Source: an optimization exercise on an open RTL-to-GDS flow (aim: small area and a short achievable clock period). Production flows keep margins and buffers that such runs may drop. No functional check of the RTL was part of any run shown here. No driver is modelled on the clock port, so clocking that relies on it looks cheaper here than on a real chip.

## flow/design.v (module list and top-level ports; edited modules follow where they fit)
// module fir_32nd: 2028 lines
// module fir_fa: 4 lines
// module fir_ha: 4 lines
module fir_32nd (
    input clk,
    input reset,
    input signed [15:0] data_in,
    output reg signed [15:0] filtered_output
);
  // ...
==> flow/flow/run.sh <==
#!/bin/bash
# Own flow: the standard synthesis, then the standard ORFS steps with
# buf_4 port buffers, no delay cells in buffering, a fanout limit that
# turns the reset net into a buffer tree, and a larger setup margin so
# timing repair works on the paths that set the achieved period.
set -e
H=$PWD/flow/hook.tcl
bash standard.sh synth > synth.log 2>&1
bash standard.sh SETUP_SLACK_MARGIN=11 BUFFER_PORTS_ARGS="-buffer_cell sky130_fd_sc_hd__buf_4" \
  PRE_GLOBAL_PLACE_TCL=$H PRE_RESIZE_TCL=$H PRE_CTS_TCL=$H PRE_GLOBAL_ROUTE_TCL=$H finish > layout.log 2>&1
==> flow/flow/hook.tcl <==
# Keep delay cells out of buffering and sizing; split high-fanout nets (the reset net).
set_dont_use [get_lib_cells {sky130_fd_sc_hd__clkdlybuf4s* sky130_fd_sc_hd__dlygate4sd* sky130_fd_sc_hd__dlymetal6s*}]
set_max_fanout 16 [current_design]
==> flow/standard.sh <==
#!/bin/bash
# synth_recipe.tcl (not shown) runs the flow's synth.tcl, then flattens the netlist and writes it again
# the make line also repeats each setting of config.mk as NAME=value (left out here)
make -C /OpenROAD-flow-scripts/flow DESIGN_CONFIG=/design/flow/config.mk WORK_HOME=/design/flow/orfs CLKGATE_MAP_FILE= SYNTH_SCRIPT=/design/flow/synth_recipe.tcl "${@:-finish}"
==> flow/config.mk <==
export PLATFORM = sky130hd
export DESIGN_NAME = fir_32nd
export DESIGN_NICKNAME = fir_32nd
export VERILOG_FILES = /design/flow/design.v
export SDC_FILE = /design/flow/constraint.sdc
export NUM_CORES = 4
export LEC_CHECK = 0
export CAP_MARGIN = 20
export CORE_MARGIN = 2
export CORE_UTILIZATION = 60
export CTS_CLUSTER_DIAMETER = 60
export CTS_CLUSTER_SIZE = 30
export SLEW_MARGIN = 20
export SYNTH_HIERARCHICAL = 1
export TNS_END_PERCENT = 5
==> flow/constraint.sdc <==
create_clock -name core_clock -period 15.0 [get_ports {clk}]
set_input_delay 3.0000 -clock core_clock [delete_from_list [all_inputs] [get_ports {clk}]]
set_output_delay 3.0000 -clock core_clock [all_outputs]
set_load 0.01 [all_outputs]
==> impl_metrics.py, run 1 <==
metrics = {
    "worst_setup_path": {
        "cp_top_family": "buffers and inverters",
        "worstPathArrival_ns": 4.92,
        "crit_path_frequent_cell": "buf_2",
        "r2r_end": "R0b[17]",
        "critical_path_buf_inv_count": 6,
        "path_max_fanout": 16,
    },
    "timing": {
        "fin_crit_ns": 4.18,
        "fin_ws_ns": 10.82,
        "slew-limit-headroom_pct": 36.4,
    },
    "run_status": {
        "status": "finished clean",
    },
    "floorplan": {
        "die_area_sq_um": 73000,
    },
    "final_layout": {
        "layout-drive-gt1-share_pct": 6.89,
        "design_area_sq_um": 46400,
        "regArea_sq_um": 19000,
        "top_regs": "R1a x31, R2a x31, R2b x31",
        "final_cell_mix": "fa_1 (815), dfrtp_1 (591), inv_1 (282), ha_1 (208), dfxtp_1 (177)",
    },
    "logic_synthesis": {
        "yosysTopAreaCell": "fa_1",
        "synth_fp_nets": 3695,
        "avgSynthCellArea_sq_um": 16.0,
        "yosysUniqueCellTypes": 57,
    },
    "drt": {
        "antenna_left": 0,
        "drt-initial-drc-count": 1596,
        "route.detailed.drc": 0,
        "met1_length_um": 45400,
    },
    "clocking": {
        "cts_tree": "done",
        "cts_hold_buf": 0,
    },
    "min_path": {
        "hold-path-endpoint": "p11[5]",
    },
}
==> run 2, diff against run 1 <==
==> flow/flow/run.sh (replaced) <==
#!/bin/bash
# Own flow: the standard synthesis, then the standard ORFS steps with
# buf_4 port buffers, no delay cells in buffering, a fanout limit that
# turns the reset net into a buffer tree, and a larger setup margin so
# timing repair works on the paths that set the achieved period, and
# clock tree options for a shallower (lower-latency) balanced tree.
set -e
H=$PWD/flow/hook.tcl
bash standard.sh synth > synth.log 2>&1
bash standard.sh SETUP_SLACK_MARGIN=11 BUFFER_PORTS_ARGS="-buffer_cell sky130_fd_sc_hd__buf_4" \
  PRE_GLOBAL_PLACE_TCL=$H PRE_RESIZE_TCL=$H PRE_CTS_TCL=$H PRE_GLOBAL_ROUTE_TCL=$H CTS_ARGS="-sink_clustering_enable -repair_clock_nets -sink_clustering_size 30 -sink_clustering_max_diameter 100 -dont_use_dummy_load" finish > layout.log 2>&1
--- a/flow/config.mk
+++ b/flow/config.mk
@@ -10,4 +10,2 @@
 export CORE_UTILIZATION = 60
-export CTS_CLUSTER_DIAMETER = 60
-export CTS_CLUSTER_SIZE = 30
 export SLEW_MARGIN = 20
==> run 2 against run 1 <==
Hold slack better by 0.0037 ns. Synthesized area did not move. Global-route usage fell by 0.19 points. Flip-flop and latch count is the same. Clock-buffer cell count fell by 37. Highest routed layer is now met5. Fmax is 0.30% higher. Non-clock buffer count unchanged. Final cell count down 1.6%. Routed wire length is 0.53% lower.
==> impl_metrics.py, run 2 <==
metrics = {
    "clocking": {
        "cts_hold_buf": 0,
        "clk_pin_slew_ns": 0.07,
        "cts_inserted_buffers": 58,
        "cts_tree": "done",
        "clkLatencyLatePin_ns": 0.64,
        "cts_sinks": 794,
        "postCtsSetupRepairBufs": 0,
    },
    "placement": {
        "dp_hpwl_um": 85000,
        "place_area_sq_um": 44200,
        "place_congestion": 0.914,
        "port_buffers": 33,
    },
    "worst_setup_path": {
        "critical_path_buf_inv_count": 6,
        "slowest_stage": "buf_2",
        "crit_path_frequent_cell": "buf_2",
        "endpoint_kind": "async pin",
        "cp-start-kind": "primary input",
        "path_max_fanout": 16,
        "required_ns": 15.70,
        "cp_slowest_stage_delay_ns": 0.40,
        "cp_top_family": "buffers and inverters",
        "critPathKind": "primary input to async pin",
        "worstPathArrival_ns": 4.86,
        "crit_chain": "buf_4 -> clkinvlp_4 -> buf_2 -> buf_2 -> buf_2 -> buf_2",
    },
    "floorplan": {
        "io_pins": 34,
        "placementRows": 97,
        "die_h_um": 270,
        "die_width_um": 270,
        "start_util_pct": 60.6,
        "core_sq_um": 70100,
        "die_area_sq_um": 73000,
    },
    "drt": {
        "drt-total-wl_um": 101000,
        "drt-initial-drc-count": 1461,
        "drt_first_pass_iters": 7,
        "wire_per_inst_um": 27.1,
        "vias": 20900,
        "routed_via_density": 5.59,
        "antenna_left": 0,
        "route.detailed.drc": 0,
    },
    "logic_synthesis": {
        "async_flop_share_pct": 77.7,
        "synth_area_sq_um": 42500,
        "yosys_warnings": 7,
        "ys_seq_elements": 794,
        "yosysUniqueCellTypes": 57,
        "synth_fp_nets": 3695,
        "synth_seq_area_share_pct": 44.7,
        "ys_top_cells_by_count": "fa_1 (815), dfrtp_1 (591), inv_1 (283), ha_1 (208), dfxtp_1 (177)",
        "postSynthCellCount": 2654,
        "yosysTopAreaCell": "fa_1",
        "synth_edf_count": 0,
        "yosysTopAreaCellShare_pct": 38.4,
        "ys_top_cells_by_area": "fa_1 (38%), dfrtp_1 (35%), dfxtp_1 (8.3%), ha_1 (6.1%), inv_1 (2.5%)",
        "avgSynthCellArea_sq_um": 16.0,
        "synthFlopType": "dfrtp_1",
        "synth_most_common_cell": "fa_1",
    },
    "run_status": {
        "status": "finished clean",
    },
    "job": {
        "cap_violations": 0,
    },
    "final_layout": {
        "area_growth_pct": 7.38,
        "top_regs": "R1a x31, R2a x31, R2b x31",
        "final_cell_mix": "fa_1 (815), dfrtp_1 (591), inv_1 (282), ha_1 (208), dfxtp_1 (177)",
        "multi_input_area_sq_um": 22400,
        "regArea_sq_um": 19000,
        "layout-drive-gt1-share_pct": 5.72,
        "design_area_sq_um": 45700,
        "final_common_cell": "fa_1",
        "utilization_pct": 65.1,
        "nFillCells": 5033,
        "layout.nets": 3842,
    },
    "timing": {
        "finalHoldViolCount": 0,
        "worst_hold_slack_ns": 0.337,
        "slew-limit-headroom_pct": 38.0,
        "tns_ns": 0,
        "setup_violations": 0,
        "rsz0062_at_grt": "yes",
        "slew_viol_final": 0,
        "clock.fmax_mhz": 240,
        "worst_pin_slew_ns": 0.930,
        "skew_ns": 0.0576,
        "finalCritPeriodShare_pct": 27.8,
        "fin_crit_ns": 4.17,
    },
    "grt": {
        "grtUsageMet3_pct": 5.71,
        "top_usage_layer": "met2",
        "grt_use_met2_pct": 46.9,
        "grt-ovfl-total": 0,
        "antenna_found_initial": 6,
        "grt_pass1_wl_um": 156000,
        "grt_pass1_vias": 24500,
        "globalRouteMet1Util_pct": 43.7,
        "grt_max_degree": 17,
        "grtUsageTotal_pct": 29.7,
    },
    "min_path": {
        "hold_class": "flop to flop",
    },
}
[run 2: cell count changes in the layout (fill, tap and decap cells not counted), moves of 3 or more]
cell,previous run,this run
inv_12,3,0
clkbuf_16,69,58
bufinv_16,3,0
clkbuf_1,26,0
clkinv_8,5,0
inv_6,5,0
[run 2: layer usage]
metal / up-vias / routed length [um] / part of all wire (%)
li1: 8668 / - / -
met2: 636 / 47800 / 47
met3: 159 / 6330 / 6.2
met5: - / 13 / 0.013
met4: 2 / 2560 / 2.5
met1: 11500 / 44800 / 44
[run 2: final timing paths]
check,depth (start not counted),start,end,slack (ns)
hold / removal,0,x8[0],x9[0],0.34
setup / recovery,6,reset,R0a[17],10.83
max in group core_clock,1,filtered_output[15],filtered_output[15],10.83
hold reg to reg,0,x8[0],x9[0],0.34
setup reg to reg,7,x1[11],R0b[17],10.84
min in group asynchronous,2,reset,x13[3],2.32
[run 2: metrics by stage]
stage	cells	setup WS [ns]
5_1_grt	3739	10.60
3_3_place_gp	3681	8.65
4_1_cts	3739	10.75
3_5_place_dp	3681	8.44
2_1_floorplan	2654	3.60
6_report	3743	10.83
[run 2: cell families (layout without fill, tap and decap cells)]
kind of cell | Yosys count | in the layout | share of synthesized area (%)
AOI/OAI and AO/OA | 269 | 269 | 4.07
adders and majority gates | 1023 | 1023 | 44.5
and+or+nand+nor | 182 | 182 | 2.13
other | 1 | 5 | 0.00882
muxes | 4 | 4 | 0.0941
xor gates and xnor gates | 97 | 97 | 2.00
DFF | 794 | 794 | 44.7
buffers and inverters | 284 | 429 | 2.51
[run 2: layout make-up]
type / instances / area share [%]
clock buffers: 58 / 3.18
multi-input cells: 1576 / 49.2
well taps: 940 / 2.58
repair buffers: 88 / 1.10
flip-flops and latches: 794 / 41.6
diodes: 4 / 0.0219
inverters: 283 / 2.33
[run 2: worst reg2reg max path: stages (launching register included)]
cell and delay [ns]:
dfrtp_1 0.94, fa_1 0.59, fa_1 0.49, inv_1 0.05
fa_1 0.41, fa_1 0.44, fa_1 0.59, fa_1 0.46
[run 2: timing repair]
item,CTS,global route
pin swaps,0,0
resized for setup,32,3
setup endpoints to repair,430,287
[run 2: per-module statistics from Yosys, one instance, submodules excluded]
module,cells,area [sq um],flip-flops and latches
fir_ha,1,12.5,0
fir_32nd,1811,26000,794
fir_fa,1,20.0,0
==> run 3, diff against run 2 <==
--- a/flow/flow/run.sh
+++ b/flow/flow/run.sh
@@ -10,2 +10,2 @@
 bash standard.sh SETUP_SLACK_MARGIN=11 BUFFER_PORTS_ARGS="-buffer_cell sky130_fd_sc_hd__buf_4" \
-  PRE_GLOBAL_PLACE_TCL=$H PRE_RESIZE_TCL=$H PRE_CTS_TCL=$H PRE_GLOBAL_ROUTE_TCL=$H CTS_ARGS="-sink_clustering_enable -repair_clock_nets -sink_clustering_size 30 -sink_clustering_max_diameter 100 -dont_use_dummy_load" finish > layout.log 2>&1
+  PRE_GLOBAL_PLACE_TCL=$H PRE_RESIZE_TCL=$H PRE_CTS_TCL=$H PRE_GLOBAL_ROUTE_TCL=$H CTS_ARGS="-sink_clustering_enable -repair_clock_nets -sink_clustering_size 40 -sink_clustering_max_diameter 150 -sink_clustering_levels 1 -dont_use_dummy_load" finish > layout.log 2>&1
==> run 3 against run 2 <==
Utilization is 0.11 points lower. Hold slack got worse by 0.0042 ns. Critical endpoint is now filtered_output[12]. Via count shrank 0.27%. Largest cell class unchanged. Clock skew up 0.0026 ns.
==> impl_metrics.py, run 3 <==
metrics = {
    "run_status": {
        "status": "finished clean",
    },
    "clocking": {
        "cts_sinks": 794,
        "clkLatencyLatePin_ns": 0.64,
        "postCtsSetupRepairBufs": 0,
        "clk_pin_slew_ns": 0.07,
        "cts_inserted_buffers": 55,
        "cts_tree": "done",
    },
    "worst_setup_path": {
        "r2r-start": "x1[8]",
        "required_ns": 15.74,
        "crit_chain": "buf_4 -> clkinvlp_4 -> buf_2 -> buf_2 -> buf_2 -> buf_2",
        "critical_path_buf_inv_count": 6,
        "r2r_setup_slack_ns": 10.83,
        "cp_top_family": "buffers and inverters",
        "rr_worst_depth": 8,
        "cp_slowest_stage_delay_ns": 0.41,
        "slowest_stage": "buf_2",
        "r2r_end": "R1b[14]",
        "cp-start-kind": "primary input",
        "endpoint_kind": "async pin",
        "path_max_fanout": 16,
        "critPathKind": "primary input to async pin",
        "crit_path_frequent_cell": "buf_2",
        "worstPathArrival_ns": 4.91,
    },
    "final_layout": {
        "final_cell_mix": "fa_1 (815), dfrtp_1 (591), inv_1 (282), ha_1 (208), dfxtp_1 (177)",
        "final_common_cell": "fa_1",
        "area_growth_pct": 7.21,
        "utilization_pct": 65.0,
        "layout.nets": 3839,
        "layout-drive-gt1-share_pct": 5.62,
        "top_regs": "R1a x31, R2a x31, R2b x31",
    },
    "job": {
        "cap_violations": 0,
    },
    "timing": {
        "setup_violations": 0,
        "clock.fmax_mhz": 239,
        "skew_ns": 0.0602,
        "tns_ns": 0,
        "slew_viol_final": 0,
        "finalCritPeriodShare_pct": 27.8,
        "finalHoldViolCount": 0,
        "rsz0062_at_grt": "yes",
        "worst_pin_slew_ns": 1.01,
        "slew-limit-headroom_pct": 32.9,
        "fin_crit_ns": 4.18,
    },
    "drt": {
        "drt_first_pass_iters": 5,
        "wire_per_inst_um": 27.1,
        "drt-initial-drc-count": 1498,
        "antenna_left": 0,
        "vias": 20900,
        "route.detailed.drc": 0,
        "drt-total-wl_um": 102000,
        "routed_via_density": 5.58,
    },
    "grt": {
        "grt_pass1_vias": 24400,
        "grt-ovfl-total": 0,
        "grt_max_degree": 17,
        "antenna_found_initial": 6,
        "grtUsageTotal_pct": 29.7,
        "grt_pass1_wl_um": 156000,
    },
    "logic_synthesis": {
        "synth_seq_area_share_pct": 44.7,
        "synth_fp_nets": 3695,
        "synthXorXnorAreaFrac_pct": 2.00,
        "synth_edf_count": 0,
        "yosysTopAreaCell": "fa_1",
        "synthMuxAreaShare_pct": 0.0941,
        "synth_top_family_by_area": "adder cells",
        "yosysTopAreaCellShare_pct": 38.4,
        "synthAdderAreaFrac_pct": 44.5,
        "synth_compound_area_share_pct": 4.07,
        "synth_area_sq_um": 42500,
        "ys_top_cells_by_area": "fa_1 (38%), dfrtp_1 (35%), dfxtp_1 (8.3%), ha_1 (6.1%), inv_1 (2.5%)",
        "yosysUniqueCellTypes": 57,
        "postSynthCellCount": 2654,
        "ys_top_cells_by_count": "fa_1 (815), dfrtp_1 (591), inv_1 (283), ha_1 (208), dfxtp_1 (177)",
        "avgSynthCellArea_sq_um": 16.0,
        "async_flop_share_pct": 77.7,
        "synthFlopType": "dfrtp_1",
        "ys_seq_elements": 794,
        "yosys_warnings": 7,
        "synth_most_common_cell": "fa_1",
        "yosys.area_share.simple_pct": 2.13,
    },
    "placement": {
        "dp_hpwl_um": 85000,
        "port_buffers": 33,
        "place_congestion": 0.914,
    },
    "min_path": {
        "hold_start": "x10[2]",
        "whs_path_depth": 0,
        "hold_class": "flop to flop",
        "hold-path-endpoint": "x11[2]",
    },
    "floorplan": {
        "start_util_pct": 60.6,
        "placementRows": 97,
        "die_area_sq_um": 73000,
        "die_width_um": 270,
        "die_h_um": 270,
        "io_pins": 34,
        "core_sq_um": 70100,
    },
}
-- run 3: cell types whose count changed in the layout (fill, tap and decap cells not counted) --
cell / delta
clkbuf_16: -3
-- run 3: logic make-up after synthesis --
| group | count (synthesis) |
|---|---|
| fa+ha+maj | 1023 |
| flops | 794 |
| buf+inv | 284 |
| compound gates | 269 |
| simple gates | 182 |
| xor+xnor | 97 |
| mux | 4 |
| other cells | 1 |
-- run 3: worst register-to-register path, stage by stage (launching register included) --
cell and delay [ns]:
dfrtp_1 1.01, fa_1 0.58, fa_1 0.46, fa_1 0.49
inv_1 0.05, fa_1 0.48, inv_1 0.05, fa_1 0.47
fa_1 0.48
-- run 3: worst max-delay path by stage --
stage | to | from | slack, ns | depth (start not counted)
after floorplan | G7[0] | reset | 3.60 | 1
after global placement | p9[13] | reset | 8.65 | 7
after detailed placement | p11[13] | reset | 8.44 | 7
after CTS | x9[1] | reset | 10.74 | 5
after global routing | x15[5] | reset | 10.59 | 5
final | filtered_output[12] | reset | 10.82 | 6
-- run 3: repair_timing --
item | in CTS | in global routing
cloned | 0 | 0
resized for setup | 32 | 3
endpoints found under the setup margin | 429 | 293
hold buffers | 0 | 0
-- run 3: area by class of cell --
class | count | area, sq um
well taps | 940 | 1180
fillers | 5041 | 24600
clock buffers | 55 | 1380
diodes | 4 | 10.0
inverters | 283 | 1070
repair buffers | 88 | 503
multi-input cells | 1576 | 22400
flip-flops and latches | 794 | 19000
-- run 3: per-module statistics from Yosys, one instance, submodules excluded --
module,flip-flops and latches,cell area (sq um),times used
fir_ha,0,12.5,51
fir_fa,0,20.0,792
fir_32nd,794,26000,1
-- run 3: metal layers --
| layer | part of all wire (%) | vias up | global-route usage, % | wire length [um] |
|---|---|---|---|---|
| met3 | 5.9 | 142 | 5.19 | 5970 |
| met4 | 2.2 | 0 | 6.34 | 2240 |
| li1 | - | 8661 | - | - |
| met5 | 0 | - | 0 | 0 |
| met1 | 44 | 11500 | 44.0 | 45000 |
| met2 | 48 | 566 | 47.2 | 48300 |
-- run 3: metrics by stage --
step                cells  instance area (sq um)  hold slack (ns)  setup WS (ns)
detailed placement   3681                  44200            0.335           8.44
global route         3736                  45600            0.342          10.59
CTS                  3736                  45600            0.332          10.74
global placement     3681                  44200            0.332           8.65
finish               3740                  45600            0.333          10.82
floorplan            2654                  42500            0.324           3.60
==> run 4, diff against run 3 <==
==> flow/flow/run.sh (replaced) <==
#!/bin/bash
# Own flow: the standard synthesis, then the standard ORFS steps with
# buf_4 port buffers, no delay cells in buffering, the reset net rebuilt
# as a balanced buffer tree after placement (flow/reset_tree.tcl), and a
# larger setup margin so timing repair works on the paths that set the
# achieved period.
set -e
H=$PWD/flow/hook.tcl
bash standard.sh synth > synth.log 2>&1
bash standard.sh SETUP_SLACK_MARGIN=11 BUFFER_PORTS_ARGS="-buffer_cell sky130_fd_sc_hd__buf_4" \
  PRE_GLOBAL_PLACE_TCL=$H PRE_RESIZE_TCL=$H POST_RESIZE_TCL=$PWD/flow/reset_tree.tcl PRE_CTS_TCL=$H PRE_GLOBAL_ROUTE_TCL=$H finish > layout.log 2>&1
==> flow/flow/hook.tcl (replaced) <==
# Keep delay cells out of buffering and sizing.
set_dont_use [get_lib_cells {sky130_fd_sc_hd__clkdlybuf4s* sky130_fd_sc_hd__dlygate4sd* sky130_fd_sc_hd__dlymetal6s*}]
==> flow/flow/reset_tree.tcl (new file) <==
# Rebuild the asynchronous reset net as a balanced two-level buffer tree.
# The reset port's buffer drives the inverter that makes the active-low
# RESET_B/SET_B signal; every buffer below that inverter is removed and
# the flip-flops are re-clustered by recursive bisection of their
# locations: leaf buffers drive up to LEAF pins, mid buffers drive up to
# MID leaf buffers, and the inverter drives the mid buffers.
set LEAF 20
set MID 8
set block [ord::get_db_block]
set db [ord::get_db]

proc is_async_pin {it} {
  set n [[$it getMTerm] getName]
  return [expr {$n eq "RESET_B" || $n eq "SET_B"}]
}
proc is_buf {inst} {
  set m [[$inst getMaster] getName]
  return [expr {[string match "sky130_fd_sc_hd__buf_*" $m] || [string match "sky130_fd_sc_hd__clkbuf_*" $m]}]
}
proc out_iterm {inst} {
  foreach it [$inst getITerms] {
    if {[$it isOutputSignal]} { return $it }
  }
  return ""
}

# root: the net driven by the inverter fed from the reset port's buffer
set rport [$block findBTerm reset]
set pnet [$rport getNet]
set root ""
set inv ""
foreach it [$pnet getITerms] {
  set b [$it getInst]
  set bo [out_iterm $b]
  if {$bo eq ""} continue
  foreach it2 [[$bo getNet] getITerms] {
    if {[$it2 isInputSignal]} {
      set m [[[$it2 getInst] getMaster] getName]
      if {[string match "*inv*" $m]} { set inv [$it2 getInst]; set root [[out_iterm $inv] getNet] }
    }
  }
}
if {$root eq ""} { puts "reset_tree: root not found"; return }

# collect sinks and the buffers between the root and the sinks
set sinks {}
set bufs {}
set nets {}
proc walk {net} {
  global sinks bufs nets
  foreach it [$net getITerms] {
    if {![$it isInputSignal]} continue
    set inst [$it getInst]
    if {[is_async_pin $it]} {
      lappend sinks $it
    } elseif {[is_buf $inst]} {
      lappend bufs $inst
      set o [[out_iterm $inst] getNet]
      lappend nets $o
      walk $o
    } else {
      puts "reset_tree: unexpected load [$inst getName]/[[$it getMTerm] getName]"
    }
  }
}
walk $root
puts "reset_tree: [llength $sinks] sinks, removing [llength $bufs] buffers"
foreach it $sinks { $it disconnect }
foreach b $bufs { odb::dbInst_destroy $b }
foreach n $nets { odb::dbNet_destroy $n }

proc loc {it} {
  set bb [[$it getInst] getBBox]
  return [list [expr {([$bb xMin] + [$bb xMax]) / 2}] [expr {([$bb yMin] + [$bb yMax]) / 2}]]
}
# recursive bisection of {x y payload} items into groups of at most n
proc bisect {items n} {
  if {[llength $items] <= $n} { return [list $items] }
  set xs [lsort -integer [lmap i $items {lindex $i 0}]]
  set ys [lsort -integer [lmap i $items {lindex $i 1}]]
  set k [expr {([lindex $xs end] - [lindex $xs 0]) >= ([lindex $ys end] - [lindex $ys 0]) ? 0 : 1}]
  set s [lsort -integer -index $k $items]
  set h [expr {[llength $s] / 2}]
  return [concat [bisect [lrange $s 0 [expr {$h - 1}]] $n] [bisect [lrange $s $h end] $n]]
}
proc centroid {grp} {
  set sx 0; set sy 0
  foreach i $grp { incr sx [lindex $i 0]; incr sy [lindex $i 1] }
  set c [llength $grp]
  return [list [expr {$sx / $c}] [expr {$sy / $c}]]
}
set cnt 0
proc add_buf {master xy innet} {
  global block db cnt
  set name "rsttree_$cnt"
  incr cnt
  set inst [odb::dbInst_create $block [$db findMaster $master] $name]
  $inst setLocation [lindex $xy 0] [lindex $xy 1]
  $inst setPlacementStatus PLACED
  set net [odb::dbNet_create $block "${name}_o"]
  [$inst findITerm A] connect $innet
  [$inst findITerm X] connect $net
  return [list $inst $net]
}

set items [lmap it $sinks {concat [loc $it] [list $it]}]
set leaves {}
foreach grp [bisect $items $LEAF] {
  set xy [centroid $grp]
  lassign [add_buf sky130_fd_sc_hd__buf_4 $xy $root] inst net
  foreach i $grp { [lindex $i 2] connect $net }
  lappend leaves [concat $xy [list $inst]]
}
foreach grp [bisect $leaves $MID] {
  set xy [centroid $grp]
  lassign [add_buf sky130_fd_sc_hd__buf_8 $xy $root] inst net
  foreach i $grp {
    set a [[lindex $i 2] findITerm A]
    $a disconnect
    $a connect $net
  }
}
$inv swapMaster [$db findMaster sky130_fd_sc_hd__inv_8]
puts "reset_tree: built [llength $leaves] leaf buffers, $cnt buffers in all"
--- a/flow/config.mk
+++ b/flow/config.mk
@@ -10,2 +10,4 @@
 export CORE_UTILIZATION = 60
+export CTS_CLUSTER_DIAMETER = 120
+export CTS_CLUSTER_SIZE = 40
 export SLEW_MARGIN = 20
==> run 4 against run 3 <==
The flow now stops in placement repair. Synthesized cell count stayed put. Synthesized area stayed put.
==> impl_metrics.py, run 4 <==
metrics = {
    "logic_synthesis": {
        "ys_seq_elements": 794,
        "ys_top_cells_by_area": "fa_1 (38%), dfrtp_1 (35%), dfxtp_1 (8.3%), ha_1 (6.1%), inv_1 (2.5%)",
        "synthAdderAreaFrac_pct": 44.5,
        "yosysTopAreaCellShare_pct": 38.4,
        "synthMuxAreaShare_pct": 0.0941,
        "synth_edf_count": 0,
        "postSynthCellCount": 2654,
        "avgSynthCellArea_sq_um": 16.0,
        "synth_top_family_by_area": "adder cells",
        "yosys_warnings": 7,
        "yosysUniqueCellTypes": 57,
        "synth_fp_nets": 3695,
        "synth_area_sq_um": 42500,
        "yosys.area_share.simple_pct": 2.13,
        "synth_most_common_cell": "fa_1",
        "synthXorXnorAreaFrac_pct": 2.00,
        "synth_compound_area_share_pct": 4.07,
        "ys_top_cells_by_count": "fa_1 (815), dfrtp_1 (591), inv_1 (283), ha_1 (208), dfxtp_1 (177)",
        "synthFlopType": "dfrtp_1",
        "async_flop_share_pct": 77.7,
        "yosysTopAreaCell": "fa_1",
        "synth_seq_area_share_pct": 44.7,
    },
    "run_status": {
        "firstError": "Error: resize.tcl, 39 divide by zero",
        "status": "stopped before the end",
        "failed_stage": "placement repair",
    },
    "placement": {
        "port_buffers": 33,
        "place_congestion": 0.930,
    },
    "floorplan": {
        "die_h_um": 270,
        "start_util_pct": 60.6,
        "die_width_um": 270,
        "placementRows": 97,
        "io_pins": 34,
    },
}
-- run 4: per-module statistics from Yosys, one instance, submodules excluded --
module / cells / copies in the design / cell area [sq um]
fir_ha: 1 / 51 / 12.5
fir_fa: 1 / 792 / 20.0
fir_32nd: 1811 / 1 / 26000
-- run 4: worst max path at each step --
stage / startpoint / endpoint / slack, ns / depth (start not counted)
after floorplan: reset / G7[0] / 3.60 / 1
after global placement: reset / p10[14] / 8.58 / 5
-- run 4: cell families after synthesis --
logic type      after synthesis
buf+inv                     284
flops                       794
fa+ha+maj                  1023
simple gates                182
mux                           4
compound gates              269
other cells                   1
xor+xnor                     97
-- run 4: metrics by stage --
step / area, sq um / setup slack, ns / instances
global placement: 44000 / 8.58 / 3640
floorplan: 42500 / 3.60 / 2654
==> run 5, diff against run 4 <==
--- a/flow/flow/reset_tree.tcl
+++ b/flow/flow/reset_tree.tcl
@@ -6,6 +6,8 @@
 # MID leaf buffers, and the inverter drives the mid buffers.
-set LEAF 20
-set MID 8
-set block [ord::get_db_block]
-set db [ord::get_db]
+# (This file is sourced from inside a proc: keep state in ::rt.)
+namespace eval rt {}
+set ::rt::LEAF 20
+set ::rt::MID 8
+set ::rt::block [ord::get_db_block]
+set ::rt::db [ord::get_db]
 
@@ -27,3 +29,3 @@
 # root: the net driven by the inverter fed from the reset port's buffer
-set rport [$block findBTerm reset]
+set rport [$::rt::block findBTerm reset]
 set pnet [$rport getNet]
@@ -45,7 +47,6 @@
 # collect sinks and the buffers between the root and the sinks
-set sinks {}
-set bufs {}
-set nets {}
-proc walk {net} {
-  global sinks bufs nets
+set ::rt::sinks {}
+set ::rt::bufs {}
+set ::rt::nets {}
+proc ::rt::walk {net} {
   foreach it [$net getITerms] {
@@ -54,8 +55,8 @@
     if {[is_async_pin $it]} {
-      lappend sinks $it
+      lappend ::rt::sinks $it
     } elseif {[is_buf $inst]} {
-      lappend bufs $inst
+      lappend ::rt::bufs $inst
       set o [[out_iterm $inst] getNet]
-      lappend nets $o
-      walk $o
+      lappend ::rt::nets $o
+      ::rt::walk $o
     } else {
@@ -65,7 +66,9 @@
 }
-walk $root
-puts "reset_tree: [llength $sinks] sinks, removing [llength $bufs] buffers"
+::rt::walk $root
+set sinks $::rt::sinks
+puts "reset_tree: [llength $sinks] sinks, removing [llength $::rt::bufs] buffers"
+if {[llength $sinks] == 0} { return }
 foreach it $sinks { $it disconnect }
-foreach b $bufs { odb::dbInst_destroy $b }
-foreach n $nets { odb::dbNet_destroy $n }
+foreach b $::rt::bufs { odb::dbInst_destroy $b }
+foreach n $::rt::nets { odb::dbNet_destroy $n }
 
@@ -91,11 +94,10 @@
 }
-set cnt 0
+set ::rt::cnt 0
 proc add_buf {master xy innet} {
-  global block db cnt
-  set name "rsttree_$cnt"
-  incr cnt
-  set inst [odb::dbInst_create $block [$db findMaster $master] $name]
+  set name "rsttree_$::rt::cnt"
+  incr ::rt::cnt
+  set inst [odb::dbInst_create $::rt::block [$::rt::db findMaster $master] $name]
   $inst setLocation [lindex $xy 0] [lindex $xy 1]
   $inst setPlacementStatus PLACED
-  set net [odb::dbNet_create $block "${name}_o"]
+  set net [odb::dbNet_create $::rt::block "${name}_o"]
   [$inst findITerm A] connect $innet
@@ -107,3 +109,3 @@
 set leaves {}
-foreach grp [bisect $items $LEAF] {
+foreach grp [bisect $items $::rt::LEAF] {
   set xy [centroid $grp]
@@ -113,3 +115,3 @@
 }
-foreach grp [bisect $leaves $MID] {
+foreach grp [bisect $leaves $::rt::MID] {
   set xy [centroid $grp]
@@ -122,3 +124,3 @@
 }
-$inv swapMaster [$db findMaster sky130_fd_sc_hd__inv_8]
-puts "reset_tree: built [llength $leaves] leaf buffers, $cnt buffers in all"
+$inv swapMaster [$::rt::db findMaster sky130_fd_sc_hd__inv_8]
+puts "reset_tree: built [llength $leaves] leaf buffers, $::rt::cnt buffers in all"
--- a/flow/config.mk
+++ b/flow/config.mk
@@ -11,3 +11,3 @@
 export CTS_CLUSTER_DIAMETER = 120
-export CTS_CLUSTER_SIZE = 40
+export CTS_CLUSTER_SIZE = 16
 export SLEW_MARGIN = 20
==> run 5 against run 4 <==
The run now finishes clean. Synthesized cell count unchanged. Synthesized area did not move.
==> impl_metrics.py, run 5 <==
metrics = {
    "run_status": {
        "status": "finished clean",
    },
    "grt": {
        "grt_pass1_vias": 24600,
        "grt_pass1_wl_um": 157000,
        "grt_max_degree": 21,
        "antenna_found_initial": 8,
        "grtUsageTotal_pct": 30.2,
        "grt-ovfl-total": 0,
    },
    "final_layout": {
        "regArea_sq_um": 19000,
        "multi_input_area_sq_um": 22400,
        "layout-drive-gt1-share_pct": 6.08,
        "final_common_cell": "fa_1",
        "top_regs": "R1a x31, R2a x31, R2b x31",
        "area_growth_pct": 7.96,
        "nFillCells": 5023,
        "final_cell_mix": "fa_1 (815), dfrtp_1 (587), inv_1 (282), ha_1 (208), dfxtp_1 (177)",
        "design_area_sq_um": 45900,
        "layout.nets": 3826,
    },
    "worst_setup_path": {
        "path_max_fanout": 1,
        "cp-start-kind": "flop",
        "cp_slowest_stage_delay_ns": 0.39,
        "cp_top_family": "flip-flops",
        "required_ns": 12.00,
        "crit_chain": "buf_6",
        "critPathKind": "flop to primary output",
        "slowest_stage": "dfrtp_1",
        "worstPathArrival_ns": 1.15,
        "endpoint_kind": "primary output",
        "critical_path_buf_inv_count": 1,
    },
    "timing": {
        "setup_violations": 0,
        "clock.fmax_mhz": 241,
        "finalCritPeriodShare_pct": 27.6,
        "fin_crit_ns": 4.15,
        "finalHoldViolCount": 0,
        "slew_viol_final": 0,
        "slew-limit-headroom_pct": 35.8,
        "tns_ns": 0,
        "skew_ns": 0.0349,
        "rsz0062_at_grt": "yes",
        "worst_pin_slew_ns": 0.955,
    },
    "logic_synthesis": {
        "yosysTopAreaCellShare_pct": 38.4,
        "ys_top_cells_by_count": "fa_1 (815), dfrtp_1 (591), inv_1 (283), ha_1 (208), dfxtp_1 (177)",
        "synth_compound_area_share_pct": 4.07,
        "yosys.area_share.simple_pct": 2.13,
        "ys_seq_elements": 794,
        "synth_fp_nets": 3695,
        "postSynthCellCount": 2654,
        "synth_seq_area_share_pct": 44.7,
        "avgSynthCellArea_sq_um": 16.0,
        "synthXorXnorAreaFrac_pct": 2.00,
        "synth_edf_count": 0,
        "ys_top_cells_by_area": "fa_1 (38%), dfrtp_1 (35%), dfxtp_1 (8.3%), ha_1 (6.1%), inv_1 (2.5%)",
        "async_flop_share_pct": 77.7,
        "synthMuxAreaShare_pct": 0.0941,
        "yosysUniqueCellTypes": 57,
        "synthFlopType": "dfrtp_1",
        "synthAdderAreaFrac_pct": 44.5,
        "synth_top_family_by_area": "adder cells",
        "yosys_warnings": 7,
        "yosysTopAreaCell": "fa_1",
        "synth_most_common_cell": "fa_1",
        "synth_area_sq_um": 42500,
    },
    "clocking": {
        "cts_sinks": 794,
        "cts_tree": "done",
        "postCtsSetupRepairBufs": 0,
        "clkLatencyLatePin_ns": 0.65,
        "clk_pin_slew_ns": 0.09,
        "cts_inserted_buffers": 55,
    },
    "min_path": {
        "hold_class": "flop to flop",
    },
    "placement": {
        "place_area_sq_um": 44300,
        "place_congestion": 0.930,
        "dp_hpwl_um": 85500,
        "port_buffers": 33,
    },
    "floorplan": {
        "io_pins": 34,
        "placementRows": 97,
        "die_h_um": 270,
        "start_util_pct": 60.6,
        "core_sq_um": 70100,
        "die_width_um": 270,
        "die_area_sq_um": 73000,
    },
    "drt": {
        "drt_first_pass_iters": 5,
        "drt-initial-drc-count": 1561,
        "vias": 21100,
        "routed_via_density": 5.60,
        "drt-total-wl_um": 104000,
        "route.detailed.drc": 0,
        "wire_per_inst_um": 27.4,
        "antenna_left": 0,
    },
    "job": {
        "cap_violations": 0,
    },
}
## run 5: cell counts after synthesis
Identical to the previous run, type by type.
## run 5: worst reg2reg max path, cell delays in order, from the launching register on
cell     delay (ns)
dfrtp_1        0.89
fa_1           0.59
fa_1           0.50
inv_1          0.05
fa_1           0.47
inv_1          0.05
fa_1           0.35
inv_1          0.08
fa_1           0.43
fa_1           0.46
## run 5: final timing paths
| kind | end | start | slack (ns) | cells after the start |
|---|---|---|---|---|
| max | filtered_output[12] | filtered_output[12] | 10.85 | 1 |
| min | x7[13] | x6[13] | 0.34 | 0 |
| max reg2reg | R0b[14] | x1[9] | 10.97 | 9 |
| min reg2reg | x7[13] | x6[13] | 0.34 | 0 |
| max in group asynchronous | x1[8] | reset | 11.98 | 4 |
| min in group asynchronous | x18[11] | reset | 2.66 | 4 |
## run 5: metrics by stage
stage | setup slack [ns] | utilization, % | hold WS [ns] | std cells
5_1_grt | 10.80 | 65.4 | 0.348 | 3771
6_report | 10.85 | 65.5 | 0.337 | 3772
3_3_place_gp | 8.58 | 62.8 | 0.332 | 3640
2_1_floorplan | 3.60 | - | 0.324 | 2654
4_1_cts | 10.82 | 65.4 | 0.335 | 3771
3_5_place_dp | 10.83 | 63.1 | 0.335 | 3668
## run 5: kinds of logic after synthesis
kind of cell | after synthesis
adder cells (fa/ha/maj) | 1023
flip-flops | 794
buffers and inverters | 284
AO/OA/AOI/OAI | 269
AND/OR/NAND/NOR | 182
XOR/XNOR | 97
multiplexers | 4
other | 1
## run 5: metal layers
metal,global-route usage [%],part of all wire [%],up-vias
li1,-,-,8689
met1,44.8,44,11600
met2,47.5,47,636
met3,4.50,5.6,192
met4,8.97,3.2,0
met5,0,0,-
## run 5: final cells by class, clock buffers not listed
class / instances / share of cell area (%)
antenna: 1 / 0.00545
buffer: 36 / 0.654
clock inverter: 2 / 0.0818
multi-input combinational: 1576 / 48.9
tap: 940 / 2.56
timing repair buffer: 39 / 0.632
inverter: 283 / 2.33
sequential: 794 / 41.4
## run 5: what timing repair did
action,in CTS,in global routing
resized for setup,5,5
endpoints found under the setup margin,30,45
hold buffers,0,0
## run 5: Yosys stat by module (local to each module, per instance)
module	copies in the design	cells inside	flops+latches
fir_32nd	1	1811	794
fir_fa	792	1	0
fir_ha	51	1	0

-- afterwards: timing with drivers on the ports --
In the flow no input, the clock included, has a driving cell. The finished layouts below were timed again as built, in two steps. Step 1: set_driving_cell puts a clkbuf_16 on clk and a buf_2 on each other input, an assumption about the parent block. Step 2 adds t to the input delays and takes it off the output delays; t is the mean of the earliest and latest rising clock arrival at the registers after step 1. Input paths then give back, and output paths get back, about the clock's delay inside the block. a / b / c = ideal / step 1 / step 2; a / b = the first two.
run | t, ns | setup slack, ns | hold slack, ns | clock arrival spread, ns | pins driven straight from the clock port
run 1 | 0.694 | 10.817 / 10.751 / 10.167 | 0.333 / 0.333 / 0.333 | 0.033 / 0.034 | 1
run 2 | 0.679 | 10.830 / 10.764 / 10.194 | 0.337 / 0.337 / 0.337 | 0.059 / 0.058 | 1
run 3 | 0.681 | 10.823 / 10.776 / 10.184 | 0.333 / 0.333 / 0.333 | 0.060 / 0.060 | 1
run 5 | 0.704 | 10.855 / 10.787 / 10.969 | 0.337 / 0.337 / 0.337 | 0.038 / 0.039 | 1
After both steps every run listed still meets setup and hold. The setup slack of run 1, which loses most, moves by -0.066 ns with the drivers and by -0.650 ns with both steps. Setup slack includes reset recovery checks.
